From an optimization exercise on the open Yosys and OpenROAD flow, aimed at small area and a short achievable clock period; shortcuts taken in it are not production practice. The RTL was checked by simulation tests, not by an equivalence proof against the original design. Power is estimated from default activity; no workload was simulated.

File: design/flow/flow/run.sh
#!/bin/bash
# Standard layout (the standard.sh) with these ORFS settings on top:
#  ADDER_MAP_FILE= : no adder cells in synthesis, ABC maps the adders as plain gates
#  ABC_AREA=1 with a copy of ORFS's scripts whose abc_area.script is flow/abc.script
#  BUFFER_PORTS_ARGS : the smallest buffer on each port
set -e
SD=$PWD/scripts_abc
rm -rf "$SD"
cp -r "$FLOW_HOME/scripts" "$SD"
cp flow/abc.script "$SD/abc_area.script"
bash standard.sh SCRIPTS_DIR="$SD" ADDER_MAP_FILE= ABC_AREA=1 "BUFFER_PORTS_ARGS=-buffer_cell sky130_fd_sc_hd__buf_1" > standard.log 2>&1
File: design/flow/flow/abc.script
strash
&get -n
&st
&syn2
&b -d
&dch -f
&nf
&put
buffer -c
topo
stime -c
upsize -c
dnsize -c
File: design/flow/standard.sh
#!/bin/bash
# synth_recipe.tcl (not shown) runs the flow's synth.tcl, then flattens the netlist and writes it again
# the make line also repeats each setting of config.mk as NAME=value (left out here)
make -C /OpenROAD-flow-scripts/flow DESIGN_CONFIG=/design/flow/config.mk WORK_HOME=/design/flow/orfs CLKGATE_MAP_FILE= SYNTH_SCRIPT=/design/flow/synth_recipe.tcl "${@:-finish}"
File: design/flow/config.mk
export PLATFORM = sky130hd
export DESIGN_NAME = rgb2dvi
export DESIGN_NICKNAME = rgb2dvi
export VERILOG_FILES = /design/flow/design.v
export SDC_FILE = /design/flow/constraint.sdc
export NUM_CORES = 4
export LEC_CHECK = 0
export CAP_MARGIN = 20
export CORE_MARGIN = 2
export CORE_UTILIZATION = 60
export SETUP_SLACK_MARGIN = 2.15
export SLEW_MARGIN = 20
File: design/flow/constraint.sdc
create_clock -name core_clock -period 4.0 [get_ports {PixelClk}]
set_input_delay 0.8000 -clock core_clock [delete_from_list [all_inputs] [get_ports {PixelClk}]]
set_output_delay 0.8000 -clock core_clock [all_outputs]
set_load 0.01 [all_outputs]
File: design/flow/design.v
module TMDS_Encoder #(
    parameter SYNC = 0               
) (
    input  wire       PixelClk,
    output reg  [9:0] pDataOutRaw,
    input  wire [7:0] pDataOut,
    input  wire       pC0,
    input  wire       pC1,
    input  wire       pVde,          
    input  wire       pVde_1,        
    input  wire       pVde_2         
);
wire [7:0] d = pDataOut;
wire a1 = d[1] | d[2] | d[3];
wire a2 = (d[1] & d[2]) | (d[1] & d[3]) | (d[2] & d[3]);
wire a3 = d[1] & d[2] & d[3];
wire b1 = d[4] | d[5] | d[6] | d[7];
wire b2 = ((d[4] | d[5]) & (d[6] | d[7])) | (d[4] & d[5]) | (d[6] & d[7]);
wire b3 = ((d[4] & d[5]) & (d[6] | d[7])) | ((d[6] & d[7]) & (d[4] | d[5]));
wire b4 = d[4] & d[5] & d[6] & d[7];
wire sel = b4 | (a1 & b3) | (a2 & b2) | (a3 & b1);
wire x12 = d[1] ^ d[2];
wire x34 = d[3] ^ d[4];
wire x56 = d[5] ^ d[6];
wire p2  = d[0] ^ x12;
wire p4  = p2 ^ x34;
wire p6  = p2 ^ (x34 ^ x56);
reg [3:0] pe_1;      
reg [3:0] nz_1;      
reg       sel_1;
wire [3:0] nz = ~({d[7], d[5], d[3], d[1]} ^ {4{sel}});
always @(posedge PixelClk) begin
    sel_1     <= sel;
    pe_1[3:2] <= {p6, p4};
    nz_1      <= nz;
    if (SYNC && !pVde) pe_1[1:0] <= {pC1, pC0};
    else               pe_1[1:0] <= {p2, d[0]};
end
wire [3:0] nz2 = nz_1;
wire [3:0] neg = nz2 & pe_1;
wire       m0  = ^nz2;
wire       m1  = (nz2[0] & nz2[1]) ^ (nz2[2] & nz2[3]) ^ ((nz2[0] ^ nz2[1]) & (nz2[2] ^ nz2[3]));
wire       m2  = &nz2;
wire [2:0] n   = neg[0] + neg[1] + neg[2] + neg[3];
wire [2:0] xh  = {1'b0, m2, m1} - n;
wire [3:0] X   = {xh, m0};
wire [7:0] q1;
genvar gk;
generate
    for (gk = 0; gk < 4; gk = gk + 1) begin : qm
        assign q1[2*gk]   = pe_1[gk];
        assign q1[2*gk+1] = ~(pe_1[gk] ^ nz_1[gk]);
    end
endgenerate
reg [7:0] q_2;
reg       sel_2;
reg [3:0] X_2;
always @(posedge PixelClk) begin
    sel_2   <= sel_1;
    X_2     <= X;
    q_2[0]  <= q1[0];
    q_2[7:2] <= q1[7:2];
    if (SYNC && !pVde_1) q_2[1] <= pe_1[1];    
    else                 q_2[1] <= q1[1];
end
reg  [3:0] c_3;
wire       q8  = ~sel_2;
wire       z   = (c_3 == 4'd0) || (X_2 == 4'd0);
wire       inv = z ? sel_2 : (c_3[3] ^ X_2[3]);
wire [3:0] s1  = c_3 + X_2 + {3'b000, q8};
wire [3:0] s0  = c_3 + ~X_2 + {3'b000, q8};
wire [9:0] tok  = {~(q_2[1] ^ q_2[0]), ~q_2[0], {8'b01010100 ^ {8{q_2[0]}}}};
wire [9:0] tok0 = 10'b1101010100;
always @(posedge PixelClk) begin
    c_3 <= pVde_2 ? (inv ? s1 : s0) : 4'd0;
    if (pVde_2)
        pDataOutRaw <= {inv, q8, q_2 ^ {8{inv}}};
    else
        pDataOutRaw <= SYNC ? tok : tok0;
end
endmodule
module rgb2dvi (
    input  wire        PixelClk,
    input  wire [23:0] vid_pData,
    input  wire        vid_pVDE,
    input  wire        vid_pHSync,
    input  wire        vid_pVSync,
    output wire [9:0]  pDataOutRaw0,    
    output wire [9:0]  pDataOutRaw1,    
    output wire [9:0]  pDataOutRaw2     
);
reg pVde_1, pVde_2;
always @(posedge PixelClk) begin
    pVde_1 <= vid_pVDE;
    pVde_2 <= pVde_1;
end
TMDS_Encoder #(.SYNC(1)) DataEncoder0 (
    .PixelClk(PixelClk), .pDataOutRaw(pDataOutRaw0),
    .pDataOut(vid_pData[15:8]), .pC0(vid_pHSync), .pC1(vid_pVSync),
    .pVde(vid_pVDE), .pVde_1(pVde_1), .pVde_2(pVde_2));
TMDS_Encoder #(.SYNC(0)) DataEncoder1 (
    .PixelClk(PixelClk), .pDataOutRaw(pDataOutRaw1),
    .pDataOut(vid_pData[7:0]), .pC0(1'b0), .pC1(1'b0),
    .pVde(vid_pVDE), .pVde_1(pVde_1), .pVde_2(pVde_2));
TMDS_Encoder #(.SYNC(0)) DataEncoder2 (
    .PixelClk(PixelClk), .pDataOutRaw(pDataOutRaw2),
    .pDataOut(vid_pData[23:16]), .pC0(1'b0), .pC1(1'b0),
    .pVde(vid_pVDE), .pVde_1(pVde_1), .pVde_2(pVde_2));
endmodule
==> results.cfg, run 1 <==
[worst_setup_path]
cp_max_fo = 5
worst-setup-path-type = primary input to register
cp.required_ns = 4.30
crit_arrival_ns = 2.04
reg2regPathDepth = 6
end_kind = register
regToRegEndpoint = DataEncoder0.c_3[3]
worstSetupStartpointType = primary input
timing.rr.start = DataEncoder0.c_3[1]
r2r_slack_ns = 2.30

[yosys]
synth_ff_type = dfxtp_1
synth-adder-area-share_pct = 1.561
ys_ff_latch = 110
synth_compound_area_share_pct = 11.76
synth_top_area_share_pct = 49.05
ys_async_sr_fraction_pct = 0
yosys.cell_count.top_type = dfxtp_1
seq_area_frac_synth_pct = 49.05
synth_cell_types = 46
ys.warnings.count = 3
yosysTopAreaCell = dfxtp_1
ys_top_cells_by_count = 110 x dfxtp_1, 62 x nand2_1, 61 x xnor2_1
syn-instance-count = 463
synth_edf_count = 0
synthMuxAreaShare_pct = 1.254
synth_area_per_cell_um2 = 9.696
synth_top_family_by_area = XOR/XNOR gates
mappedNetlistNets = 491
syn_area_um2 = 4489
synthSimpleGateAreaFrac_pct = 13.57
yosys-top-cells-area = dfxtp_1 49%, xnor2_1 12%, xor2_1 9.0%
synthXorXnorAreaFrac_pct = 20.88

[global_route]
grt_pass1_wl_um = 12270
gr-usage-all-layers_pct = 18.36
grt_pass1_vias = 2832
antenna_found_initial = 0
grt-ovfl-total = 0
grt_max_degree = 30

[cts]
clk_pin_slew_ns = 0.09
cts_root_buf = clkbuf_8
clock_latency_ns = 0.36
cts_buffer_depth = 2
ctsHoldBuffers = 0
cts_tree = yes
numCtsBuffers = 9
clock-sinks = 110
h-tree-depth = 3

[floorplan]
initial_core_util_pct = 61.89
die_y_um = 90.50
core-area_um2 = 7253
die-area_um2 = 8190
die_w_um = 90.50
io_pins = 58
core.rowCount = 31

[place]
numPortBuffers = 57
finalWeightedCongestion = 0.8683
place_inst = 609
dp_slack_ns = 1.881
hpwl_um = 5424

[detailed_routing]
firstDrtPassIters = 4
drc = 0
drtIter0Drc = 103
avgViaCountPerCell = 5.014
routed_wl_um = 7290
ant_nets = 0
drt-wirelength-per-cell_um = 11.55
num_vias = 3164

[hold_path]
whs_path_depth = 0
holdPathEnd = DataEncoder2.sel_2
hold_class = register to register
min_from = DataEncoder2.sel_1

[timing]
rsz0062_at_grt = no
slew_viol_final = 0
min_period_ns = 1.746
setup_viol = 0
hold_viol = 0
fin_tns_setup_ns = 0
relSlewSlack_pct = 61.67
tightest_slew_ns = 0.5744
finalCritPeriodShare_pct = 43.65
layout_setup_ws_ns = 2.254
max_freq_mhz = 572.7
fin_skew_ns = 0.005752

[finish]
fillers = 602
nets = 555
syn_to_final_growth_pct = 12.46
final-instance-count-excl-fill = 631
diodes = 0
layout-drive-gt1-share_pct = 8.459

[power]
vdd_ir_drop_max_mv = 0.3528
totalPowerFinal_mw = 4.308
power.density_nw_per_um2 = 853.3
p_leak_nw = 1.961

[flow_run]
drv_cap = 0

[run_status]
outcome = no timing/DRC/antenna violations
-- repair_timing --
item,in CTS,in global routing
pin swaps,0,4
setup buffers,0,6
resized for setup,2,8
endpoints found under the setup margin,5,22
-- report_power, final --
| part | internal, mW | leakage (nW) | switching, mW | total, mW |
|---|---|---|---|---|
| Sequential | 1.49 | 0.925 | 0.285 | 1.77 |
| Combinational | 0.949 | 0.948 | 0.984 | 1.93 |
| Clock | 0.250 | 0.0877 | 0.354 | 0.604 |
-- worst max-delay path by stage --
stage | end | startpoint | cells after the start
2_1_floorplan | DataEncoder0.nz_1[0] | vid_pData[11] | 6
3_3_place_gp | DataEncoder1.nz_1[1] | vid_pData[3] | 7
3_5_place_dp | DataEncoder0.nz_1[2] | vid_pData[11] | 7
4_1_cts | DataEncoder1.c_3[2] | DataEncoder1.X_2[1] | 6
5_1_grt | DataEncoder2.nz_1[1] | vid_pData[19] | 7
6_report | DataEncoder0.nz_1[2] | vid_pData[11] | 7
-- layout by cell type (no fill, tap or decap), types with 3 or more instances in the layout --
cell type and count:
nand2b_1 3, o211ai_1 4, nor3_1 5, mux2i_1 3, maj3_1 7, o21ai_0 10, o21ai_1 6, nor2_1 38
or2_2 4, o311ai_0 3, a31oi_1 8, xnor2_1 61, o22ai_1 5, a22oi_1 3, dfxtp_1 108, xor2_1 46
nor4_2 5, a21oi_1 18, clkbuf_2 3, nor2b_1 10, o21a_2 3, clkbuf_8 10, buf_1 54, nand2_1 62
buf_4 7, inv_1 7
-- sequential cells by signal (all words and copies together) (netlist names), 8 cells and up --
register / count
DataEncoder0.pDataOutRaw: 10
DataEncoder1.pDataOutRaw: 10
DataEncoder2.pDataOutRaw: 10
DataEncoder0.q_2: 8
DataEncoder1.q_2: 8
DataEncoder2.q_2: 8
-- critical path: stages --
cell and delay (ns):
clkbuf_2 0.13, maj3_1 0.38, o21ai_1 0.10, a22oi_1 0.11
a31oi_1 0.15, o21a_2 0.23, xor2_1 0.15
-- cells by family (layout without fill, tap and decap cells) --
group,count (synthesis),count (layout)
xor gates and xnor gates,107,107
and+or+nand+nor,136,136
buffers and inverters,18,87
muxes,5,5
AOI/OAI and AO/OA,80,80
DFF,110,110
adders and majority gates,7,7
-- final cells by class --
cell class / instances / area (um2) / share of cell area, %
inverters: 7 / 26.28 / 0.5204
repair buffers: 64 / 270.3 / 5.353
well taps: 99 / 123.9 / 2.454
flip-flops and latches: 110 / 2205 / 43.67
clock buffers: 11 / 141.4 / 2.801
clock inverters: 5 / 43.79 / 0.8674
multi-input cells: 335 / 2238 / 44.34
-- stage by stage --
stage	cell area [um2]	util, %	hold slack, ns
2_1_floorplan	4493	-	0.3096
3_3_place_gp	4778	65.88	0.3263
3_5_place_dp	4778	65.88	0.3265
4_1_cts	4979	68.64	0.3496
5_1_grt	5049	69.60	0.3510
6_report	5049	69.60	0.3452
-- layer usage --
layer | vias up | part of all wire, % | track usage, % | wire length [um]
met5 | - | 0 | 0 | 0
met2 | 51 | 49 | 30.85 | 3606
li1 | 1678 | - | - | -
met3 | 8 | 3.3 | 3.923 | 237
met1 | 1427 | 46 | 22.65 | 3330
met4 | 0 | 1.6 | 8.205 | 115
==> run 2, diff against run 1 <==
--- a/design/flow/config.mk
+++ b/design/flow/config.mk
@@ -8,5 +8,5 @@
 export CAP_MARGIN = 20
 export CORE_MARGIN = 2
 export CORE_UTILIZATION = 60
-export SETUP_SLACK_MARGIN = 2.15
+export SETUP_SLACK_MARGIN = 2.25
 export SLEW_MARGIN = 20
==> results.cfg, run 2 <==
[timing]
layout_setup_ws_ns = 2.270
slew_viol_final = 0
tightest_slew_ns = 0.5874
fin_tns_setup_ns = 0
rsz0062_at_grt = yes
hold_viol = 0
relSlewSlack_pct = 60.80
hold_slack_ns = 0.3352
finalCritPeriodShare_pct = 43.26
fin_skew_ns = 0.008336
setup_viol = 0
max_freq_mhz = 577.9
min_period_ns = 1.730

[place]
place_inst = 609
dp_slack_ns = 1.836
hpwl_um = 5523
numPortBuffers = 57
finalWeightedCongestion = 0.8491

[yosys]
synth_edf_count = 0
synth_ff_type = dfxtp_1
ys_async_sr_fraction_pct = 0
synth_top_area_share_pct = 49.05
syn-instance-count = 463
syn_area_um2 = 4489
synth_cell_types = 46
mappedNetlistNets = 491
yosys.cell_count.top_type = dfxtp_1
ys.warnings.count = 3
yosys-top-cells-area = dfxtp_1 49%, xnor2_1 12%, xor2_1 9.0%
ys_ff_latch = 110
yosysTopAreaCell = dfxtp_1
seq_area_frac_synth_pct = 49.05
ys_top_cells_by_count = 110 x dfxtp_1, 62 x nand2_1, 61 x xnor2_1
synth_area_per_cell_um2 = 9.696

[power]
p_int_mw = 2.921
p_leak_nw = 2.045
clkPwrFrac_pct = 15.6
combPwrFrac_pct = 45.2
power.density_nw_per_um2 = 884.8
vdd_ir_drop_max_mv = 0.3649
switching_share_pct = 36.94
p_seq_share_pct = 39.1
totalPowerFinal_mw = 4.632
power_switching_mw = 1.711

[worst_setup_path]
worstSetupStartpointType = primary input
regToRegEndpoint = DataEncoder0.c_3[1]
timing.rr.start = DataEncoder0.X_2[3]
reg2regPathDepth = 5
critical_path.top_delay_family = compound AO/OA/AOI/OAI gates
crit_arrival_ns = 2.02
cp.required_ns = 4.29
cp_max_fo = 5
r2r_slack_ns = 2.30
path_cells = buf_4 -> maj3_2 -> o21ai_2 -> a22oi_2 -> a31oi_1 -> o21a_2 -> xor2_1
end_kind = register
slowest_stage = maj3_2
worst-setup-path-type = primary input to register
cp_num_buf_inv = 1
crit_start = vid_pData[19]
slowest_delay_ns = 0.33

[cts]
ctsHoldBuffers = 0
cts_buffer_depth = 2
clock-sinks = 110
cts_root_buf = clkbuf_8
h-tree-depth = 3
numCtsBuffers = 9
clk_pin_slew_ns = 0.10
clock_latency_ns = 0.36
cts_tree = yes

[floorplan]
initial_core_util_pct = 61.89
die_y_um = 90.50
core.rowCount = 31
core-area_um2 = 7253
io_pins = 58
die_w_um = 90.50
die-area_um2 = 8190

[finish]
nets = 557
final_cell_mix = 101 x dfxtp_1, 61 x nand2_1, 59 x xnor2_1
multi_input_area_um2 = 2331
syn_to_final_growth_pct = 16.61
largestRegisters = DataEncoder0.pDataOutRaw x10, DataEncoder1.pDataOutRaw x10, DataEncoder2.pDataOutRaw x10
final-instance-count-excl-fill = 633
diodes = 0
layout-drive-gt1-share_pct = 14.23
regArea_um2 = 2213
fillers = 573
final_common_cell = dfxtp_1

[global_route]
gr-usage-all-layers_pct = 19.15
antenna_found_initial = 0
grt_pass1_vias = 2995
grt_pass1_wl_um = 12950
grt_max_degree = 29
grt-ovfl-total = 0

[detailed_routing]
drtIter0Drc = 99
ant_nets = 0
num_vias = 3267
routed_wl_um = 7649
avgViaCountPerCell = 5.161
drt-wirelength-per-cell_um = 12.08
firstDrtPassIters = 4
drc = 0

[flow_run]
drv_cap = 0

[hold_path]
min_from = DataEncoder2.sel_1
hold_class = register to register
holdPathEnd = DataEncoder2.sel_2
whs_path_depth = 0

[run_status]
outcome = no timing/DRC/antenna violations
run 2: per-layer routing:
metal / track usage [%] / vias to the layer above / wire length (um)
li1: - / 1680 / -
met1: 21.58 / 1525 / 3281
met2: 35.26 / 56 / 4057
met3: 5.008 / 6 / 242
met4: 5.641 / 0 / 68
met5: 0 / - / 0
run 2: kinds of logic after synthesis:
family / Yosys count / synth area share, %
XOR/XNOR: 107 / 20.88
multiplexers: 5 / 1.254
adder cells (fa/ha/maj): 7 / 1.561
AND/OR/NAND/NOR: 136 / 13.57
buffers and inverters: 18 / 1.923
AO/OA/AOI/OAI: 80 / 11.76
flip-flops: 110 / 49.05
run 2: metrics by stage:
step	cell area, um2	util [%]
finish	5235	72.18
global route	5235	72.18
CTS	5105	70.38
detailed placement	4782	65.93
global placement	4782	65.93
floorplan	4497	-
run 2: area by class of cell:
class	instances	area share [%]
Inverter	7	0.5019
Sequential cell	110	42.28
Clock buffer	10	2.629
Timing Repair Buffer	66	5.927
Tap cell	99	2.366
Multi-Input combinational cell	335	44.53
Clock inverter	6	1.769
run 2: what timing repair did:
item | 4_1_cts | 5_1_grt
buffers inserted | 8 | 0
pin swaps | 2 | 5
setup endpoints to repair | 29 | 46
resized for setup | 6 | 37
run 2: worst max-delay path by stage:
| stage | end | slack [ns] | cells after the start |
|---|---|---|---|
| detailed placement | DataEncoder2.nz_1[1] | 1.84 | 7 |
| finish | DataEncoder2.nz_1[1] | 2.27 | 7 |
| global placement | DataEncoder1.nz_1[1] | 1.93 | 7 |
| CTS | DataEncoder0.nz_1[0] | 2.27 | 7 |
| floorplan | DataEncoder0.nz_1[0] | 2.22 | 6 |
| global route | DataEncoder1.c_3[0] | 2.20 | 7 |
run 2: power by group through the flow:
| stage | registers, mW | logic, mW | clock network [mW] |
|---|---|---|---|
| CTS | 1.76 | 2.02 | 0.740 |
| floorplan | 1.78 | 1.52 | 0 |
| global placement | 1.78 | 1.76 | 0 |
| detailed placement | 1.79 | 1.82 | 0 |
| global route | 1.86 | 2.32 | 0.789 |
| finish | 1.81 | 2.09 | 0.725 |
==> run 3, diff against run 2 <==
==> design/flow/flow/abc.script (replaced) <==
strash
dc2
dch -f
amap
--- a/design/flow/config.mk
+++ b/design/flow/config.mk
@@ -8,5 +8,5 @@
 export CAP_MARGIN = 20
 export CORE_MARGIN = 2
 export CORE_UTILIZATION = 60
-export SETUP_SLACK_MARGIN = 2.25
+export SETUP_SLACK_MARGIN = 2.1
 export SLEW_MARGIN = 20
==> results.cfg, run 3 <==
[yosys]
yosys-top-cells-area = dfxtp_1 51%, nor2_1 7.6%, nand2_1 6.1%
synthMuxAreaShare_pct = 0
synthSimpleGateAreaFrac_pct = 15.84
ys_ff_latch = 110
syn_area_um2 = 4298
synthXorXnorAreaFrac_pct = 0
synth_top_family_by_area = compound AO/OA/AOI/OAI gates
yosysTopAreaCell = dfxtp_1
syn-instance-count = 532
synth_edf_count = 0
synth_top_area_share_pct = 51.24
synth-adder-area-share_pct = 0
synth_area_per_cell_um2 = 8.079
mappedNetlistNets = 560
synth_compound_area_share_pct = 28.12
ys_async_sr_fraction_pct = 0
seq_area_frac_synth_pct = 51.24
ys.warnings.count = 3
synth_ff_type = dfxtp_1
ys_top_cells_by_count = 110 x dfxtp_1, 87 x nor2_1, 70 x nand2_1
yosys.cell_count.top_type = dfxtp_1
synth_cell_types = 27

[cts]
clock_latency_ns = 0.37
cts_root_buf = clkbuf_8
ctsHoldBuffers = 0
numCtsBuffers = 9
clock-sinks = 110
h-tree-depth = 3
cts_tree = yes
cts_buffer_depth = 2
clk_pin_slew_ns = 0.10

[detailed_routing]
ant_nets = 0
drc = 0
avgViaCountPerCell = 5.595
num_vias = 3978
drtIter0Drc = 187
drt-wirelength-per-cell_um = 12.76
routed_wl_um = 9072
firstDrtPassIters = 4

[floorplan]
die_y_um = 88.64
core-area_um2 = 6869
io_pins = 58
die_w_um = 88.64
die-area_um2 = 7856
initial_core_util_pct = 62.57
core.rowCount = 30

[power]
vdd_ir_drop_max_mv = 0.3898
power.density_nw_per_um2 = 766.0
totalPowerFinal_mw = 3.996
p_leak_nw = 1.947

[finish]
final-instance-count-excl-fill = 711
layout-drive-gt1-share_pct = 16.26
nets = 638
final_common_cell = dfxtp_1
diodes = 0
syn_to_final_growth_pct = 21.37
final_cell_mix = 94 x dfxtp_1, 76 x nor2_1, 66 x nand2_1
largestRegisters = DataEncoder0.pDataOutRaw x10, DataEncoder1.pDataOutRaw x10, DataEncoder2.pDataOutRaw x10

[global_route]
grt_pass1_vias = 3379
grt-ovfl-total = 0
grt_max_degree = 28
grt_pass1_wl_um = 14550
antenna_found_initial = 0
gr-usage-all-layers_pct = 23.58

[place]
finalWeightedCongestion = 0.8839
dp_slack_ns = 1.595
numPortBuffers = 57
hpwl_um = 6292
place_inst = 686

[timing]
min_period_ns = 1.818
finalCritPeriodShare_pct = 45.45
rsz0062_at_grt = yes
max_freq_mhz = 550.1
fin_skew_ns = 0.01305
layout_setup_ws_ns = 2.182
setup_viol = 0
relSlewSlack_pct = 69.26
slew_viol_final = 0
hold_viol = 0
fin_tns_setup_ns = 0
tightest_slew_ns = 0.4611

[worst_setup_path]
cp_max_fo = 3
crit_arrival_ns = 2.11
end_kind = register
timing.rr.start = DataEncoder2.pe_1[2]
worst-setup-path-type = register to register
worstSetupStartpointType = register
regToRegEndpoint = DataEncoder2.X_2[2]
reg2regPathDepth = 12
cp.required_ns = 4.29
r2r_slack_ns = 2.18

[flow_run]
drv_cap = 0

[hold_path]
holdPathEnd = DataEncoder2.sel_2
min_from = DataEncoder2.sel_1
hold_class = register to register
whs_path_depth = 0

[run_status]
outcome = no timing/DRC/antenna violations
==> run 3: cell types whose count changed after synthesis, moves of 7 or more <==
cell      previous run  this run
xnor2_1             61         0
clkinv_1             0        55
nor2_1              38        87
xor2_1              46         0
o21ai_0             13        52
o22ai_1              5        36
a21oi_1             18        40
a211oi_1             2        23
nand2_1             62        70
inv_1                7         0
maj3_1               7         0
==> run 3: what timing repair did <==
item,CTS,global route
endpoints found under the setup margin,23,33
pin swaps,3,10
setup buffers,5,4
endpoints found under the hold margin,0,0
gates resized for setup,16,71
==> run 3: worst max-delay path, cell delays in order (launching register included) <==
cell,delay [ns]
dfxtp_1,0.35
nand2_2,0.14
nor2_4,0.06
a21oi_4,0.14
nor2_1,0.08
a21oi_2,0.15
nand2_1,0.11
o21ai_2,0.11
nand2_1,0.10
o21ai_2,0.09
o22ai_2,0.10
and2_1,0.18
nor2_1,0.16
==> run 3: cells by family (layout without fill, tap and decap cells) <==
logic type      after synthesis  after routing
flops                       110            110
simple gates                172            172
buf+inv                      55            138
compound gates              195            195
==> run 3: area by class of cell <==
class	instances	area [um2]
sequential	110	2225
multi-input combinational	367	2158
fill	504	1653
timing repair buffer	67	289.0
inverter	55	216.5
clock buffer	10	137.6
tap	96	120.1
clock inverter	6	70.07
==> run 3: worst max path at each step <==
stage,to,start
detailed placement,DataEncoder0.pDataOutRaw[0],pVde_2
CTS,DataEncoder0.pDataOutRaw[3],DataEncoder0.X_2[1]
global route,DataEncoder1.X_2[3],DataEncoder1.nz_1[3]
global placement,DataEncoder0.pDataOutRaw[0],pVde_2
floorplan,DataEncoder2.c_3[2],DataEncoder2.X_2[1]
finish,DataEncoder2.X_2[2],DataEncoder2.pe_1[2]
==> run 3: where the power goes <==
part / switching (mW) / internal (mW) / total (mW) / leakage (nW)
registers: 0.227 / 1.42 / 1.65 / 0.926
logic: 1.02 / 0.656 / 1.68 / 0.914
clock network: 0.357 / 0.311 / 0.668 / 0.107
total: 1.60 / 2.39 / 4.00 / 1.95
==> run 3: metal layers <==
metal | GRT usage (%) | part of all wire, % | vias up
met5 | 0 | 0 | -
met4 | 7.989 | 1.8 | 0
met3 | 6.437 | 5.5 | 16
met2 | 39.08 | 48 | 111
met1 | 29.74 | 44 | 1796
li1 | - | - | 2055
==> run 3: metrics by stage <==
step           area (um2)  hold WS, ns  utilization [%]
2_1_floorplan        4343       0.3096                -
3_3_place_gp         4684       0.3157            68.20
3_5_place_dp         4684       0.3247            68.20
4_1_cts              4974       0.3333            72.40
5_1_grt              5216       0.3370            75.94
6_report             5216       0.3306            75.94
==> run 4, diff against run 3 <==
--- a/design/flow/flow/run.sh
+++ b/design/flow/flow/run.sh
@@ -8,4 +8,4 @@
 rm -rf "$SD"
 cp -r "$FLOW_HOME/scripts" "$SD"
 cp flow/abc.script "$SD/abc_area.script"
-bash standard.sh SCRIPTS_DIR="$SD" ADDER_MAP_FILE= ABC_AREA=1 "BUFFER_PORTS_ARGS=-buffer_cell sky130_fd_sc_hd__buf_1" > standard.log 2>&1
+bash standard.sh SCRIPTS_DIR="$SD" ADDER_MAP_FILE= ABC_AREA=1 "BUFFER_PORTS_ARGS=-buffer_cell sky130_fd_sc_hd__buf_1" "CTS_ARGS=-sink_clustering_enable -repair_clock_nets -dont_use_dummy_load" > standard.log 2>&1
==> design/flow/flow/abc.script (replaced) <==
strash
&get -n
&st
&syn2
&b -d
&dch -f
&nf
&put
buffer -c
topo
stime -c
upsize -c
dnsize -c
==> results.cfg, run 4 <==
[floorplan]
die-area_um2 = 8190
die_y_um = 90.50
io_pins = 58
die_w_um = 90.50
core.rowCount = 31
core-area_um2 = 7253
initial_core_util_pct = 61.89

[cts]
clk_pin_slew_ns = 0.10
numCtsBuffers = 9
cts_buffer_depth = 2
h-tree-depth = 3
cts_root_buf = clkbuf_8
clock-sinks = 110
cts_tree = yes
clock_latency_ns = 0.37

[timing]
fin_tns_setup_ns = 0
max_freq_mhz = 559.5
relSlewSlack_pct = 61.46
min_period_ns = 1.787
setup_viol = 0
tightest_slew_ns = 0.5775
finalCritPeriodShare_pct = 44.68
hold_viol = 0
fin_skew_ns = 0.02315
hold_slack_ns = 0.3309
rsz0062_at_grt = no
slew_viol_final = 0

[yosys]
syn_area_um2 = 4489
synth_cell_types = 46
seq_area_frac_synth_pct = 49.05
ys_top_cells_by_count = 110 x dfxtp_1, 62 x nand2_1, 61 x xnor2_1
ys_ff_latch = 110
synth_edf_count = 0
ys.warnings.count = 3
synth_ff_type = dfxtp_1
syn-instance-count = 463
yosys.cell_count.top_type = dfxtp_1
mappedNetlistNets = 491
yosys-top-cells-area = dfxtp_1 49%, xnor2_1 12%, xor2_1 9.0%
ys_async_sr_fraction_pct = 0
yosysTopAreaCell = dfxtp_1
synth_top_area_share_pct = 49.05
synth_area_per_cell_um2 = 9.696

[detailed_routing]
drc = 0
ant_nets = 0
drt-wirelength-per-cell_um = 11.86
avgViaCountPerCell = 5.101
drtIter0Drc = 115
firstDrtPassIters = 4
routed_wl_um = 7399
num_vias = 3183

[worst_setup_path]
cp_max_fo = 5
cp.required_ns = 4.28
cp_num_buf_inv = 1
crit_arrival_ns = 2.07
timing.rr.start = DataEncoder0.c_3[2]
reg2regPathDepth = 6
critical_path.top_delay_family = compound AO/OA/AOI/OAI gates
slowest_stage = maj3_1
slowest_delay_ns = 0.38
end_kind = register
worstSetupStartpointType = primary input
path_cells = buf_1 -> maj3_1 -> o21ai_0 -> a22oi_1 -> a31oi_1 -> o21a_2 -> xor2_1
regToRegEndpoint = DataEncoder0.c_3[1]
worst-setup-path-type = primary input to register
r2r_slack_ns = 2.24

[power]
power.density_nw_per_um2 = 846.2
vdd_ir_drop_max_mv = 0.2940
p_leak_nw = 1.929

[hold_path]
whs_path_depth = 0
min_from = DataEncoder1.sel_1
hold_class = register to register
holdPathEnd = DataEncoder1.sel_2

[global_route]
grtUsageMet3_pct = 5.342
grt_pass1_vias = 2864
grt_busiest_layer = met2
antenna_found_initial = 0
grt_max_degree = 29
use_met1_pct = 21.08
grt_pass1_wl_um = 12330
grt-ovfl-total = 0
met2_usage_pct = 33.33
gr-usage-all-layers_pct = 18.52

[place]
hpwl_um = 5549
finalWeightedCongestion = 0.8356
numPortBuffers = 57

[run_status]
outcome = no timing/DRC/antenna violations

[finish]
final_cell_mix = 110 x dfxtp_1, 62 x nand2_1, 61 x xnor2_1
largestRegisters = DataEncoder0.pDataOutRaw x10, DataEncoder1.pDataOutRaw x10, DataEncoder2.pDataOutRaw x10
diodes = 0
syn_to_final_growth_pct = 10.56
nets = 555
fillers = 602
multi_input_area_um2 = 2220
final_common_cell = dfxtp_1
layout-drive-gt1-share_pct = 6.095
regArea_um2 = 2202

[flow_run]
drv_cap = 0
-- run 4: cell types whose count changed in the layout (fill, tap and decap cells not counted), moves of 10 or more --
cell / previous run / this run
a211oi_1: 21 / 2
a21oi_1: 35 / 18
clkinv_1: 43 / 0
dfxtp_1: 94 / 110
dfxtp_2: 15 / 0
nor2_1: 76 / 38
nor2_2: 10 / 0
o21ai_0: 40 / 12
o22ai_1: 30 / 5
xnor2_1: 0 / 61
xor2_1: 0 / 46
-- run 4: worst max path at each step --
stage / from / end / slack (ns) / cells past startpoint
floorplan: vid_pData[11] / DataEncoder0.nz_1[0] / 2.13 / 6
global placement: vid_pData[3] / DataEncoder1.nz_1[1] / 1.93 / 7
detailed placement: vid_pData[19] / DataEncoder2.nz_1[2] / 1.81 / 7
CTS: DataEncoder1.X_2[1] / DataEncoder1.c_3[2] / 2.10 / 6
global route: DataEncoder0.c_3[3] / DataEncoder0.c_3[1] / 2.10 / 5
finish: vid_pData[3] / DataEncoder1.nz_1[3] / 2.21 / 7
-- run 4: routing by layer --
metal	part of all wire, %	vias to the layer above
met3	3.4	7
li1	-	1668
met2	51	61
met5	0	-
met4	1.5	0
met1	44	1447
-- run 4: logic make-up (layout without fill, tap and decap cells) --
logic type	Yosys count	after routing	share of synthesized area (%)
compound gates	80	80	11.76
mux	5	5	1.254
xor+xnor	107	107	20.88
fa+ha+maj	7	7	1.561
buf+inv	18	80	1.923
simple gates	136	136	13.57
flops	110	110	49.05
-- run 4: cell type report --
type / instances / share of cell area [%]
Tap cell: 99 / 2.496
Sequential cell: 110 / 44.37
Multi-Input combinational cell: 335 / 44.72
Clock buffer: 9 / 2.496
Timing Repair Buffer: 64 / 5.395
Inverter: 7 / 0.5294
-- run 4: metrics by stage --
step / utilization (%) / worst slack, ns / cell area, um2 / power (mW) / cells
global route: 68.43 / 2.103 / 4964 / 4.538 / 624
floorplan: - / 2.133 / 4493 / 3.298 / 463
detailed placement: 65.88 / 1.807 / 4778 / 3.607 / 609
finish: 68.43 / 2.213 / 4964 / 4.200 / 624
CTS: 67.79 / 2.098 / 4917 / 4.132 / 618
global placement: 65.88 / 1.934 / 4778 / 3.539 / 609
-- run 4: repair_timing --
action / 4_1_cts / 5_1_grt
pin swaps: 0 / 6
hold buffers: 0 / 0
gates resized for setup: 2 / 2
buffers inserted: 0 / 6
endpoints found under the setup margin: 5 / 11
-- run 4: where the power goes --
group	internal [mW]	leakage, nW	switching (mW)
sequential	1.48	0.925	0.277
combinational	0.945	0.939	0.993
clock	0.202	0.0647	0.299
==> run 5, diff against run 4 <==
==> design/flow/flow/abc.script (replaced) <==
strash
&get -n
&st
&syn2
&b -d
&dch -f
&nf -R 50
&put
buffer -c
topo
stime -c
upsize -c
dnsize -c
==> results.cfg, run 5 <==
[power]
power.density_nw_per_um2 = 826.7
vdd_ir_drop_max_mv = 0.5084
p_leak_nw = 1.936

[floorplan]
core-area_um2 = 7214
die-area_um2 = 8109
core.rowCount = 31
die_w_um = 90.05
die_y_um = 90.05
initial_core_util_pct = 61.59
io_pins = 58

[yosys]
synth_compound_area_share_pct = 15.12
ys_top_cells_by_count = 110 x dfxtp_1, 61 x nand2_1, 57 x xnor2_1
yosys-top-cells-area = dfxtp_1 50%, xnor2_1 11%, xor2_1 6.9%
syn-instance-count = 472
synthSimpleGateAreaFrac_pct = 10.05
synth_cell_types = 39
yosysTopAreaCell = dfxtp_1
seq_area_frac_synth_pct = 49.56
synthXorXnorAreaFrac_pct = 18.14
synth_area_per_cell_um2 = 9.413
synth_top_area_share_pct = 49.56
ys.warnings.count = 3
synth-adder-area-share_pct = 2.140
synth_top_family_by_area = XOR/XNOR gates
syn_area_um2 = 4443
synth_edf_count = 0
yosys.cell_count.top_type = dfxtp_1
synthMuxAreaShare_pct = 1.380
synth_ff_type = dfxtp_1
mappedNetlistNets = 500
ys_ff_latch = 110
ys_async_sr_fraction_pct = 0

[cts]
clock-sinks = 110
cts_tree = yes
cts_buffer_depth = 2
clock_latency_ns = 0.36
cts_root_buf = clkbuf_8
clk_pin_slew_ns = 0.09
numCtsBuffers = 9
h-tree-depth = 3

[timing]
fin_tns_setup_ns = 0
setup_viol = 0
hold_viol = 0
relSlewSlack_pct = 30.93
tightest_slew_ns = 1.035
min_period_ns = 1.831
slew_viol_final = 0
rsz0062_at_grt = no
max_freq_mhz = 546.1
fin_skew_ns = 0.01643
finalCritPeriodShare_pct = 45.78

[finish]
diodes = 0
largestRegisters = DataEncoder0.pDataOutRaw x10, DataEncoder1.pDataOutRaw x10, DataEncoder2.pDataOutRaw x10
final_common_cell = dfxtp_1
syn_to_final_growth_pct = 10.64
nets = 560
layout-drive-gt1-share_pct = 6.792
multi_input_area_um2 = 2117
finalInstanceArea_um2 = 4916
regArea_um2 = 2206
final_cell_mix = 107 x dfxtp_1, 61 x nand2_1, 57 x xnor2_1, 57 x buf_1, 40 x a21oi_1
fillers = 624

[detailed_routing]
ant_nets = 0
drt-wirelength-per-cell_um = 11.63
drc = 0
num_vias = 3250
avgViaCountPerCell = 5.167
drtIter0Drc = 112
firstDrtPassIters = 4
routed_wl_um = 7314

[worst_setup_path]
cp_max_fo = 11
worstSetupStartpointType = register
worst-setup-path-type = register to register
crit_arrival_ns = 2.02
end_kind = register
cp.required_ns = 4.19

[place]
numPortBuffers = 57
finalWeightedCongestion = 0.8316
hpwl_um = 5392
placed_cell_area_um2 = 4733

[global_route]
grt-ovfl-total = 0
grt_pass1_wl_um = 13050
gr-usage-all-layers_pct = 19.32
grt_pass1_vias = 3058
antenna_found_initial = 0
grt_max_degree = 32

[flow_run]
drv_cap = 0

[hold_path]
hold_class = register to register

[run_status]
outcome = no timing/DRC/antenna violations
==> run 5: cells by family after synthesis <==
logic type                 after synthesis
adders and majority gates                9
muxes                                    6
and+or+nand+nor                        103
xor gates and xnor gates                92
AOI/OAI and AO/OA                      115
DFF                                    110
buffers and inverters                   37
==> run 5: area by class of cell <==
cell class	count	share of cell area, %
timing repair buffer	62	5.192
sequential	110	44.87
inverter	24	1.833
tap	99	2.520
clock buffer	9	2.520
multi-input combinational	325	43.06
==> run 5: metal layers <==
layer | track usage, % | vias up | wire (um)
met2 | 33.77 | 58 | 3559
met5 | 0 | - | 0
met3 | 5.868 | 11 | 294
li1 | - | 1693 | -
met1 | 22.75 | 1488 | 3348
met4 | 6.026 | 0 | 112
==> run 5: metrics by stage <==
stage | hold WS (ns) | utilization, % | worst slack (ns) | std cells | power, mW
finish | 0.3356 | 68.14 | 2.169 | 629 | 4.064
global route | 0.3245 | 68.14 | 2.057 | 629 | 4.402
CTS | 0.3318 | 67.59 | 2.104 | 628 | 4.028
detailed placement | 0.3334 | 65.61 | 1.853 | 618 | 3.472
global placement | 0.3346 | 65.61 | 1.916 | 618 | 3.428
floorplan | 0.3096 | - | 2.133 | 472 | 3.158
==> run 5: worst paths after layout <==
path	from	to	slack, ns	depth (start not counted)
setup / recovery	DataEncoder2.c_3[1]	DataEncoder2.pDataOutRaw[4]	2.17	7
hold reg to reg	DataEncoder0.sel_1	DataEncoder0.sel_2	0.34	0
setup reg to reg	DataEncoder2.c_3[1]	DataEncoder2.pDataOutRaw[4]	2.17	7
hold / removal	DataEncoder0.sel_1	DataEncoder0.sel_2	0.34	0
==> run 5: what timing repair did <==
item,in CTS,in global routing
setup buffers,1,1
resized for setup,3,8
hold buffers,0,0
endpoints found under the setup margin,4,5
pin swaps,0,1
==> run 5: critical path: stages, from the launching register on <==
cell	delay, ns
dfxtp_1	0.36
nor4_2	0.29
nor2_1	0.10
mux2i_2	0.30
buf_6	0.18
buf_4	0.19
xor2_1	0.17
nand2_1	0.07
==> run 5: report_power, final <==
group	switching (mW)	total (mW)	internal (mW)
clock network	0.303	0.506	0.203
registers	0.296	1.79	1.49
logic	0.933	1.77	0.839
==> run 6, diff against run 5 <==
--- a/design/flow/config.mk
+++ b/design/flow/config.mk
@@ -8,5 +8,5 @@
 export CAP_MARGIN = 20
 export CORE_MARGIN = 2
 export CORE_UTILIZATION = 60
-export SETUP_SLACK_MARGIN = 2.1
+export SETUP_SLACK_MARGIN = 2.2
 export SLEW_MARGIN = 20
==> results.cfg, run 6 <==
[finish]
largestRegisters = DataEncoder0.pDataOutRaw x10, DataEncoder1.pDataOutRaw x10, DataEncoder2.pDataOutRaw x10
final_cell_mix = 103 x dfxtp_1, 61 x nand2_1, 57 x xnor2_1
nets = 565
final_common_cell = dfxtp_1
diodes = 0
syn_to_final_growth_pct = 12.64
fillers = 598
layout-drive-gt1-share_pct = 10.65

[timing]
relSlewSlack_pct = 60.33
finalCritPeriodShare_pct = 42.88
tightest_slew_ns = 0.5943
slew_viol_final = 0
max_freq_mhz = 583.0
rsz0062_at_grt = yes
min_period_ns = 1.715
setup_viol = 0
hold_viol = 0
layout_setup_ws_ns = 2.285
fin_skew_ns = 0.02175
fin_tns_setup_ns = 0

[floorplan]
io_pins = 58
die-area_um2 = 8109
core.rowCount = 31
die_w_um = 90.05
initial_core_util_pct = 61.59
die_y_um = 90.05
core-area_um2 = 7214

[global_route]
grt-ovfl-total = 0
grt_max_degree = 26
grt_pass1_vias = 2907
gr-usage-all-layers_pct = 18.59
antenna_found_initial = 0
grt_pass1_wl_um = 12430

[power]
p_seq_share_pct = 43.0
vdd_ir_drop_max_mv = 0.3906
power_switching_mw = 1.573
switching_share_pct = 37.56
clkPwrFrac_pct = 12.1
p_leak_nw = 1.986
combPwrFrac_pct = 44.9
power.density_nw_per_um2 = 836.9
p_int_mw = 2.615

[place]
finalWeightedCongestion = 0.8146
dp_slack_ns = 1.817
numPortBuffers = 57
hpwl_um = 5352

[yosys]
seq_area_frac_synth_pct = 49.56
yosys-top-cells-area = dfxtp_1 50%, xnor2_1 11%, xor2_1 6.9%
synth_top_area_share_pct = 49.56
syn_area_um2 = 4443
ys_ff_latch = 110
ys.warnings.count = 3
yosys.cell_count.top_type = dfxtp_1
ys_async_sr_fraction_pct = 0
synth_edf_count = 0
synth_cell_types = 39
syn-instance-count = 472
mappedNetlistNets = 500
ys_top_cells_by_count = 110 x dfxtp_1, 61 x nand2_1, 57 x xnor2_1
synth_area_per_cell_um2 = 9.413
synth_ff_type = dfxtp_1
yosysTopAreaCell = dfxtp_1

[cts]
cts_tree = yes
numCtsBuffers = 9
clock_latency_ns = 0.35
h-tree-depth = 3
cts_buffer_depth = 2
cts_root_buf = clkbuf_8
clk_pin_slew_ns = 0.10
clock-sinks = 110

[hold_path]
min_from = DataEncoder0.sel_1
holdPathEnd = DataEncoder0.sel_2
whs_path_depth = 0
hold_class = register to register

[flow_run]
drv_cap = 0

[detailed_routing]
routed_wl_um = 7497
firstDrtPassIters = 4
avgViaCountPerCell = 5.136
num_vias = 3256
drc = 0
drtIter0Drc = 135
drt-wirelength-per-cell_um = 11.82
ant_nets = 0

[worst_setup_path]
regToRegEndpoint = DataEncoder2.c_3[3]
timing.rr.start = DataEncoder2.sel_2
r2r_slack_ns = 2.29
worstSetupStartpointType = primary input
cp_max_fo = 5
crit_start = vid_pData[10]
crit_arrival_ns = 1.94
cp.required_ns = 4.22
reg2regPathDepth = 7
end_kind = register
worst-setup-path-type = primary input to register

[run_status]
outcome = no timing/DRC/antenna violations
-- run 6: cell counts after synthesis --
Identical to the previous run, type by type.
-- run 6: what timing repair did --
item	CTS	global route
pin swaps	0	2
hold buffers	0	0
endpoints found under the setup margin	18	28
endpoints found under the hold margin	0	0
cloned	0	1
gates resized for setup	5	23
buffers inserted	0	6
-- run 6: final cells by class --
type / instances / area, um2 / share of cell area, %
Clock buffer: 9 / 123.9 / 2.475
Inverter: 24 / 90.09 / 1.800
Multi-Input combinational cell: 325 / 2157 / 43.10
Sequential cell: 110 / 2211 / 44.17
Tap cell: 99 / 123.9 / 2.475
Timing Repair Buffer: 67 / 299.0 / 5.975
-- run 6: how the worst max path moves through the flow --
stage                      endpoint  slack (ns)  depth (start not counted)
2_1_floorplan  DataEncoder0.nz_1[0]        2.22                          6
6_report       DataEncoder0.nz_1[3]        2.28                          7
5_1_grt         DataEncoder2.c_3[3]        2.14                          7
3_5_place_dp   DataEncoder0.nz_1[1]        1.82                          7
3_3_place_gp   DataEncoder0.nz_1[0]        1.90                          7
4_1_cts         DataEncoder0.c_3[1]        2.21                          8
-- run 6: logic make-up after synthesis --
family / count (synthesis) / share of synthesized area, %
mux: 6 / 1.380
simple gates: 103 / 10.05
compound gates: 115 / 15.12
flops: 110 / 49.56
fa+ha+maj: 9 / 2.140
buf+inv: 37 / 3.605
xor+xnor: 92 / 18.14
-- run 6: metrics by stage --
stage	hold WS (ns)	utilization, %	std cells	cell area (um2)	total power [mW]
finish	0.3207	69.37	634	5005	4.188
CTS	0.3311	67.69	627	4883	4.015
floorplan	0.3096	-	472	4447	3.160
global route	0.3369	69.37	634	5005	4.524
detailed placement	0.3244	65.66	618	4737	3.464
global placement	0.3319	65.66	618	4737	3.418
-- run 6: routing by layer --
metal | routed length [um] | GRT usage [%] | up-vias
met1 | 3334 | 21.90 | 1483
li1 | - | - | 1707
met2 | 3806 | 33.46 | 61
met5 | 0 | 0 | -
met3 | 272 | 4.359 | 5
met4 | 83 | 5.769 | 0
-- run 6: worst max-delay path, cell delays in order --
cell and delay [ns]:
buf_1 0.16, maj3_2 0.23, o21ai_1 0.07, a22oi_1 0.19
a31oi_1 0.06, o21a_2 0.25, xor2_1 0.17
-- run 6: power groups by stage --
stage / Combinational, mW / Clock [mW] / Sequential, mW
global route: 2.10 / 0.566 / 1.85
detailed placement: 1.67 / 0 / 1.79
CTS: 1.72 / 0.528 / 1.77
global placement: 1.63 / 0 / 1.79
floorplan: 1.37 / 0 / 1.79
finish: 1.88 / 0.506 / 1.80
==> run 7, diff against run 6 <==
==> design/flow/flow/abc.script (replaced) <==
strash
&get -n
&st
&syn2
&b -d
&dch -f
&nf
&put
buffer -c
topo
stime -c
upsize -c
dnsize -c
==> results.cfg, run 7 <==
[worst_setup_path]
cp.required_ns = 4.22
worst-setup-path-type = primary input to register
end_kind = register
timing.rr.start = DataEncoder1.X_2[0]
cp_max_fo = 5
crit_start = vid_pData[10]
crit_arrival_ns = 1.93
crit_end = DataEncoder0.nz_1[3]
regToRegEndpoint = DataEncoder1.c_3[3]
r2r_slack_ns = 2.31
worstSetupStartpointType = primary input
reg2regPathDepth = 6

[yosys]
syn-instance-count = 463
ys_async_sr_fraction_pct = 0
syn_area_um2 = 4489
synth_cell_types = 46
mappedNetlistNets = 491
synth_area_per_cell_um2 = 9.696
ys_top_cells_by_count = 110 x dfxtp_1, 62 x nand2_1, 61 x xnor2_1
synth_top_area_share_pct = 49.05
yosys.cell_count.top_type = dfxtp_1
seq_area_frac_synth_pct = 49.05
yosys-top-cells-area = dfxtp_1 49%, xnor2_1 12%, xor2_1 9.0%
ys.warnings.count = 3
synth_edf_count = 0
synth_ff_type = dfxtp_1
yosysTopAreaCell = dfxtp_1
ys_ff_latch = 110

[global_route]
grt_pass1_wl_um = 12190
antenna_found_initial = 0
gr-usage-all-layers_pct = 18.25
grt_max_degree = 30
grt-ovfl-total = 0
grt_pass1_vias = 2863

[finish]
fillers = 601
final_common_cell = dfxtp_1
diodes = 0
finalInstanceArea_um2 = 5015
regArea_um2 = 2205
layout-drive-gt1-share_pct = 9.488
final_cell_mix = 108 x dfxtp_1, 62 x nand2_1, 61 x xnor2_1
nets = 557
syn_to_final_growth_pct = 11.71
largestRegisters = DataEncoder0.pDataOutRaw x10, DataEncoder1.pDataOutRaw x10, DataEncoder2.pDataOutRaw x10
multi_input_area_um2 = 2246

[place]
placed_cell_area_um2 = 4782
hpwl_um = 5428
numPortBuffers = 57
finalWeightedCongestion = 0.8419

[timing]
hold_viol = 0
relSlewSlack_pct = 61.05
max_freq_mhz = 584.5
rsz0062_at_grt = yes
slew_viol_final = 0
finalCritPeriodShare_pct = 42.77
min_period_ns = 1.711
tightest_slew_ns = 0.5836
fin_tns_setup_ns = 0
setup_viol = 0
fin_skew_ns = 0.03249

[floorplan]
die_w_um = 90.50
core.rowCount = 31
io_pins = 58
initial_core_util_pct = 61.89
die-area_um2 = 8190
core-area_um2 = 7253
die_y_um = 90.50

[cts]
numCtsBuffers = 9
cts_tree = yes
clock_latency_ns = 0.37
cts_root_buf = clkbuf_8
clock-sinks = 110
cts_buffer_depth = 2
clk_pin_slew_ns = 0.07
h-tree-depth = 3
ctsHoldBuffers = 0

[power]
p_leak_nw = 1.965
totalPowerFinal_mw = 4.260
vdd_ir_drop_max_mv = 0.3416
power.density_nw_per_um2 = 849.6

[detailed_routing]
ant_nets = 0
num_vias = 3237
drtIter0Drc = 106
drc = 0
firstDrtPassIters = 4
routed_wl_um = 7307
drt-wirelength-per-cell_um = 11.67
avgViaCountPerCell = 5.171

[hold_path]
hold_class = register to register

[run_status]
outcome = no timing/DRC/antenna violations

[flow_run]
drv_cap = 0
==> run 7: per-layer routing <==
layer / global-route usage [%] / part of all wire (%)
met1: 20.92 / 44
met2: 32.34 / 51
met3: 3.840 / 3.8
met4: 8.590 / 1.8
met5: 0 / 0
==> run 7: kinds of logic after synthesis <==
logic type      synth area share (%)
xor+xnor                       20.88
mux                            1.254
flops                          49.05
buf+inv                        1.923
fa+ha+maj                      1.561
compound gates                 11.76
simple gates                   13.57
==> run 7: cell type report <==
class / instances / area share [%]
flip-flops and latches: 110 / 43.96
multi-input cells: 335 / 44.79
repair buffers: 66 / 5.788
clock buffers: 9 / 2.470
well taps: 99 / 2.470
inverters: 7 / 0.5240
==> run 7: power breakdown <==
group	total (mW)	switching (mW)	internal, mW
clock network	0.505	0.303	0.203
logic	1.99	1.01	0.981
registers	1.77	0.282	1.49
total	4.26	1.59	2.67
==> run 7: metrics by stage <==
| step | hold slack (ns) | worst slack, ns | util, % | cells |
|---|---|---|---|---|
| 6_report | 0.3351 | 2.289 | 69.14 | 626 |
| 4_1_cts | 0.3363 | 2.222 | 68.38 | 623 |
| 2_1_floorplan | 0.3096 | 2.220 | - | 463 |
| 3_5_place_dp | 0.3186 | 1.810 | 65.93 | 609 |
| 3_3_place_gp | 0.3220 | 1.916 | 65.93 | 609 |
| 5_1_grt | 0.3407 | 2.172 | 69.14 | 626 |
==> run 7: worst min path at each step <==
stage / start / endpoint / slack [ns] / depth (start not counted)
4_1_cts: DataEncoder2.sel_1 / DataEncoder2.sel_2 / 0.34 / 0
3_3_place_gp: DataEncoder2.sel_1 / DataEncoder2.sel_2 / 0.32 / 0
3_5_place_dp: DataEncoder2.sel_1 / DataEncoder2.sel_2 / 0.32 / 0
2_1_floorplan: DataEncoder0.sel_1 / DataEncoder0.sel_2 / 0.31 / 0
6_report: DataEncoder2.sel_1 / DataEncoder2.sel_2 / 0.34 / 0
5_1_grt: DataEncoder0.sel_1 / DataEncoder0.sel_2 / 0.34 / 0
==> run 7: critical path, cell delays in order <==
cell	delay (ns)
buf_1	0.17
maj3_2	0.23
o21ai_1	0.06
a22oi_1	0.19
a31oi_1	0.06
o21a_2	0.25
xor2_1	0.17
==> run 7: what timing repair did <==
item,4_1_cts,5_1_grt
endpoints found under the setup margin,17,28
setup buffers,5,3
pin swaps,2,0
resized for setup,3,13
==> run 8, diff against run 7 <==
==> design/flow/flow/abc.script (replaced) <==
strash
&get -n
&st
&dc2
&b -d
&dc2
&b -d
&dch -f
&nf
&put
buffer -c
topo
stime -c
upsize -c
dnsize -c
==> results.cfg, run 8 <==
[run_status]
outcome = no timing/DRC/antenna violations

[finish]
diodes = 0
layout-drive-gt1-share_pct = 15.58
final-instance-count-excl-fill = 638
final_cell_mix = 89 x dfxtp_1, 57 x buf_1, 53 x xnor2_1
nets = 569
final_util_pct = 72.11
largestRegisters = DataEncoder0.pDataOutRaw x10, DataEncoder1.pDataOutRaw x10, DataEncoder2.pDataOutRaw x10
final_common_cell = dfxtp_1
syn_to_final_growth_pct = 15.09

[cts]
clock_latency_ns = 0.36
clk_pin_slew_ns = 0.09
clock-sinks = 110
cts_root_buf = clkbuf_8
cts_tree = yes
cts_buffer_depth = 2
h-tree-depth = 3
numCtsBuffers = 9

[timing]
layout_setup_ws_ns = 2.149
fin_tns_setup_ns = 0
setup_viol = 0
max_freq_mhz = 540.2
fin_skew_ns = 0.02442
relSlewSlack_pct = 59.54
tightest_slew_ns = 0.6056
hold_viol = 0
slew_viol_final = 0
finalCritPeriodShare_pct = 46.28
min_period_ns = 1.851
rsz0062_at_grt = yes

[floorplan]
core.rowCount = 31
die_y_um = 91.50
io_pins = 58
initial_core_util_pct = 62.66
die-area_um2 = 8371
die_w_um = 91.50
core-area_um2 = 7331

[yosys]
ys.warnings.count = 3
seq_area_frac_synth_pct = 47.94
synth_ff_type = dfxtp_1
yosys.cell_count.top_type = dfxtp_1
ys_top_cells_by_count = 110 x dfxtp_1, 53 x xnor2_1, 39 x a21oi_1
synth_area_per_cell_um2 = 9.857
syn-instance-count = 466
synthXorXnorAreaFrac_pct = 16.97
syn_area_um2 = 4593
ys_ff_latch = 110
synth-adder-area-share_pct = 1.362
yosysTopAreaCell = dfxtp_1
synthMuxAreaShare_pct = 4.604
synth_top_family_by_area = XOR/XNOR gates
ys_async_sr_fraction_pct = 0
synth_edf_count = 0
synth_cell_types = 49
synthSimpleGateAreaFrac_pct = 13.62
yosys-top-cells-area = dfxtp_1 48%, xnor2_1 10%, xor2_1 6.9%
mappedNetlistNets = 494
synth_compound_area_share_pct = 13.40
synth_top_area_share_pct = 47.94

[place]
numPortBuffers = 57
hpwl_um = 5638
place_inst = 615
finalWeightedCongestion = 0.8929
dp_slack_ns = 1.841

[global_route]
antenna_found_initial = 0
grt-ovfl-total = 0
gr-usage-all-layers_pct = 18.56
grt_pass1_wl_um = 12550
grt_max_degree = 43
grt_pass1_vias = 2931

[worst_setup_path]
crit_arrival_ns = 2.11
cp_num_buf_inv = 1
worstSetupStartpointType = register
slowest_delay_ns = 0.45
worst-setup-path-type = register to register
critical_path.top_delay_family = compound AO/OA/AOI/OAI gates
end_kind = register
cp.required_ns = 4.26
slowest_stage = dfxtp_1
cp_max_fo = 4
path_cells = inv_1 -> maj3_1 -> o21ai_0 -> o211ai_1 -> a21oi_1 -> and3b_1

[detailed_routing]
avgViaCountPerCell = 5.171
ant_nets = 0
firstDrtPassIters = 4
num_vias = 3299
drt-wirelength-per-cell_um = 12.21
routed_wl_um = 7790
drc = 0
drtIter0Drc = 72

[power]
vdd_ir_drop_max_mv = 0.4334
power.density_nw_per_um2 = 830.6
p_leak_nw = 2.079

[hold_path]
hold_class = register to register

[flow_run]
drv_cap = 0
==> run 8: worst register-to-register path, cell delays in order, from the launching register on <==
cell and delay (ns):
dfxtp_1 0.45, inv_1 0.09, maj3_1 0.37, o21ai_0 0.33
o211ai_1 0.17, a21oi_1 0.16, and3b_1 0.18
==> run 8: final timing paths <==
path,start,end,slack [ns],cells past startpoint
setup / recovery,DataEncoder1.c_3[0],DataEncoder1.c_3[3],2.15,6
hold / removal,DataEncoder1.sel_1,DataEncoder1.sel_2,0.33,0
setup reg to reg,DataEncoder1.c_3[0],DataEncoder1.c_3[3],2.15,6
hold reg to reg,DataEncoder1.sel_1,DataEncoder1.sel_2,0.33,0
==> run 8: cell families (layout without fill, tap and decap cells) <==
kind of cell | after synthesis | count (layout)
buffers and inverters | 25 | 98
muxes | 18 | 18
DFF | 110 | 110
and+or+nand+nor | 115 | 115
AOI/OAI and AO/OA | 103 | 103
adders and majority gates | 6 | 6
xor gates and xnor gates | 89 | 89
==> run 8: cell type report <==
cell class              instances  area, um2
fillers                       573       2044
well taps                      99      123.9
repair buffers                 72      326.6
inverters                      17      63.81
flip-flops and latches        110       2231
clock buffers                   9      123.9
multi-input cells             331       2417
==> run 8: timing repair <==
item | CTS | global route
setup buffers | 4 | 10
hold buffers | 0 | 0
gates resized for setup | 5 | 42
pin swaps | 2 | 11
endpoints found under the hold margin | 0 | 0
setup endpoints to repair | 16 | 14
==> run 8: metrics by stage <==
stage	hold WS (ns)	instance area (um2)	power (mW)
2_1_floorplan	0.3096	4593	3.191
3_3_place_gp	0.3121	4906	3.505
3_5_place_dp	0.3168	4906	3.569
4_1_cts	0.3366	5091	4.174
5_1_grt	0.3517	5286	4.699
6_report	0.3322	5286	4.391
==> run 8: power by group <==
part	switching (mW)	total [mW]	internal, mW	leakage [nW]
logic	1.04	2.08	1.04	1.09
clock network	0.300	0.503	0.202	0.0647
registers	0.305	1.81	1.50	0.927
total	1.64	4.39	2.75	2.08
==> run 8: per-layer routing <==
layer | routed length (um) | GRT usage [%]
met1 | 3506 | 22.52
met2 | 3806 | 31.56
met3 | 282 | 4.232
met4 | 195 | 7.828
met5 | 0 | 0
==> run 9, diff against run 8 <==
==> design/flow/flow/abc.script (replaced) <==
strash
&get -n
&st
&dc2
&b -d
&dch -f
&nf
&put
buffer -c
topo
stime -c
upsize -c
dnsize -c
==> results.cfg, run 9 <==
[run_status]
outcome = no timing/DRC/antenna violations

[flow_run]
drv_cap = 0

[hold_path]
hold_class = register to register

[floorplan]
die_y_um = 91.13
core.rowCount = 31
die_w_um = 91.13
die-area_um2 = 8304
io_pins = 58
core-area_um2 = 7292
initial_core_util_pct = 62.46

[yosys]
syn-instance-count = 444
synth_area_per_cell_um2 = 10.26
ys_top_cells_by_count = 110 x dfxtp_1, 63 x xnor2_1, 38 x xor2_1
ys.warnings.count = 3
mappedNetlistNets = 472
ys_async_sr_fraction_pct = 0
yosys.cell_count.top_type = dfxtp_1
synth_edf_count = 0
yosysTopAreaCell = dfxtp_1
yosys-top-cells-area = dfxtp_1 48%, xnor2_1 12%, xor2_1 7.3%
synth_top_area_share_pct = 48.35
seq_area_frac_synth_pct = 48.35
syn_area_um2 = 4554
synth_ff_type = dfxtp_1
ys_ff_latch = 110
synth_cell_types = 51

[global_route]
gr-usage-all-layers_pct = 18.46
antenna_found_initial = 0
grt_max_degree = 30
grt-ovfl-total = 0
grt_pass1_vias = 2857
grt_pass1_wl_um = 12440

[timing]
max_freq_mhz = 569.0
fin_tns_setup_ns = 0
slew_viol_final = 0
relSlewSlack_pct = 69.60
finalCritPeriodShare_pct = 43.93
setup_viol = 0
rsz0062_at_grt = yes
fin_skew_ns = 0.02197
tightest_slew_ns = 0.4550
hold_viol = 0
min_period_ns = 1.757

[worst_setup_path]
crit_path_frequent_cell = maj3_2
worstSetupStartpointType = register
critical_path.top_delay_family = adder cells
cp_num_buf_inv = 1
crit_arrival_ns = 2.00
worst-setup-path-type = register to register
path_cells = inv_1 -> maj3_2 -> maj3_2 -> a211oi_2 -> o21bai_1 -> nor3b_2
cp.required_ns = 4.25
slowest_stage = dfxtp_1
end_kind = register
slowest_delay_ns = 0.44
cp_max_fo = 5

[power]
power_switching_mw = 1.590
vdd_ir_drop_max_mv = 0.3662
p_leak_nw = 1.978
p_int_mw = 2.706
p_seq_share_pct = 41.1
combPwrFrac_pct = 47.2
clkPwrFrac_pct = 11.7
totalPowerFinal_mw = 4.296
power.density_nw_per_um2 = 844.4
switching_share_pct = 37.01

[detailed_routing]
drc = 0
drtIter0Drc = 125
firstDrtPassIters = 4
drt-wirelength-per-cell_um = 11.96
num_vias = 3099
avgViaCountPerCell = 5.089
routed_wl_um = 7282
ant_nets = 0

[finish]
syn_to_final_growth_pct = 11.70
regArea_um2 = 2216
layout-drive-gt1-share_pct = 11.18
multi_input_area_um2 = 2323
largestRegisters = DataEncoder0.pDataOutRaw x10, DataEncoder1.pDataOutRaw x10, DataEncoder2.pDataOutRaw x10
final_cell_mix = 101 x dfxtp_1, 59 x xnor2_1, 57 x buf_1
nets = 540
fillers = 612
final_common_cell = dfxtp_1
finalInstanceArea_um2 = 5087
diodes = 0

[cts]
clock-sinks = 110
cts_root_buf = clkbuf_8
clock_latency_ns = 0.36
numCtsBuffers = 9
cts_buffer_depth = 2
ctsHoldBuffers = 0
clk_pin_slew_ns = 0.09
cts_tree = yes
h-tree-depth = 3

[place]
hpwl_um = 5326
placed_cell_area_um2 = 4862
finalWeightedCongestion = 0.8052
numPortBuffers = 57
run 9: changes by cell type after synthesis, moves of 4 or more:
cell	change
o21ai_0	-18
a21oi_1	-14
nor2_1	+12
xnor2_1	+10
o21ai_1	+9
inv_1	-8
nand2b_1	-7
a22oi_1	-5
maj3_1	+5
nand2_1	+5
nor2b_1	-4
run 9: cells by family after synthesis:
group           after synthesis  share of synthesized area [%]
fa+ha+maj                    12                          2.720
compound gates               78                          10.82
xor+xnor                    104                          20.49
mux                          19                          5.027
buf+inv                      16                          1.648
simple gates                105                          10.93
flops                       110                          48.35
run 9: per-stage QoR:
stage	hold slack, ns	worst slack [ns]	util (%)	std cells
after floorplan	0.3096	2.264	-	444
after global placement	0.3221	2.067	66.68	595
after detailed placement	0.3213	2.019	66.68	595
after CTS	0.3408	2.205	68.38	604
after global routing	0.3493	2.174	69.77	609
final	0.3347	2.243	69.77	609
run 9: layer usage:
metal	vias to the layer above	share of wire (%)	global-route usage [%]
met5	-	0	0
met4	0	2.5	9.091
met3	17	2.9	3.402
met2	48	47	30.00
met1	1398	48	23.62
li1	1636	-	-
run 9: timing repair:
item | CTS | global route
buffers inserted | 0 | 5
gates resized for setup | 0 | 18
endpoints found under the setup margin | 0 | 14
run 9: final cells by class:
cell class,count,share of cell area [%]
sequential,110,43.56
clock buffer,9,2.435
multi-input combinational,318,45.67
timing repair buffer,63,5.091
tap,99,2.435
inverter,10,0.8116
run 9: worst paths after layout:
kind | start | to | slack [ns] | depth (start not counted)
min reg2reg | DataEncoder1.sel_1 | DataEncoder1.sel_2 | 0.33 | 0
max reg2reg | DataEncoder0.c_3[0] | DataEncoder0.c_3[3] | 2.24 | 6
min | DataEncoder1.sel_1 | DataEncoder1.sel_2 | 0.33 | 0
max | DataEncoder0.c_3[0] | DataEncoder0.c_3[3] | 2.24 | 6
run 9: power by group through the flow:
stage	Combinational [mW]	Sequential (mW)	Clock (mW)
2_1_floorplan	1.58	1.79	0
3_3_place_gp	1.87	1.77	0
3_5_place_dp	1.91	1.78	0
4_1_cts	1.93	1.75	0.521
5_1_grt	2.25	1.81	0.565
6_report	2.03	1.77	0.504

re-timing with driven ports:
The results above use ideal ports. As a check the final layouts listed here were re-extracted and re-timed, cells and wires unchanged.
Step 1 assumes that a clkbuf_16 drives the clock port and a buf_2 every other input.
Step 2 times the ports against the registers' clock, not the clock port: input delays grow and output delays shrink by t, the midpoint of the rising clock arrivals with the driver on.
a / b / c = ideal ports / drivers / drivers and shift; a / b = the first two.
| run | t (ns) | slack for setup (ns) | cell pins on the clock port's net |
|---|---|---|---|
| run 1 | 0.390 | 2.254 / 2.266 / 1.876 | 1 |
| run 2 | 0.385 | 2.270 / 2.282 / 1.897 | 1 |
| run 3 | 0.394 | 2.182 / 2.182 / 1.825 | 1 |
| run 4 | 0.388 | 2.213 / 2.218 / 1.830 | 1 |
| run 5 | 0.385 | 2.169 / 2.169 / 1.832 | 1 |
| run 6 | 0.374 | 2.285 / 2.291 / 1.918 | 1 |
| run 7 | 0.384 | 2.289 / 2.301 / 1.918 | 1 |
| run 8 | 0.383 | 2.149 / 2.149 / 1.983 | 1 |
| run 9 | 0.381 | 2.243 / 2.243 / 2.009 | 1 |
After both steps setup and hold are still met in every run listed. The setup slack of run 4, which loses most, moves by +0.005 ns with the drivers and by -0.383 ns with both steps.
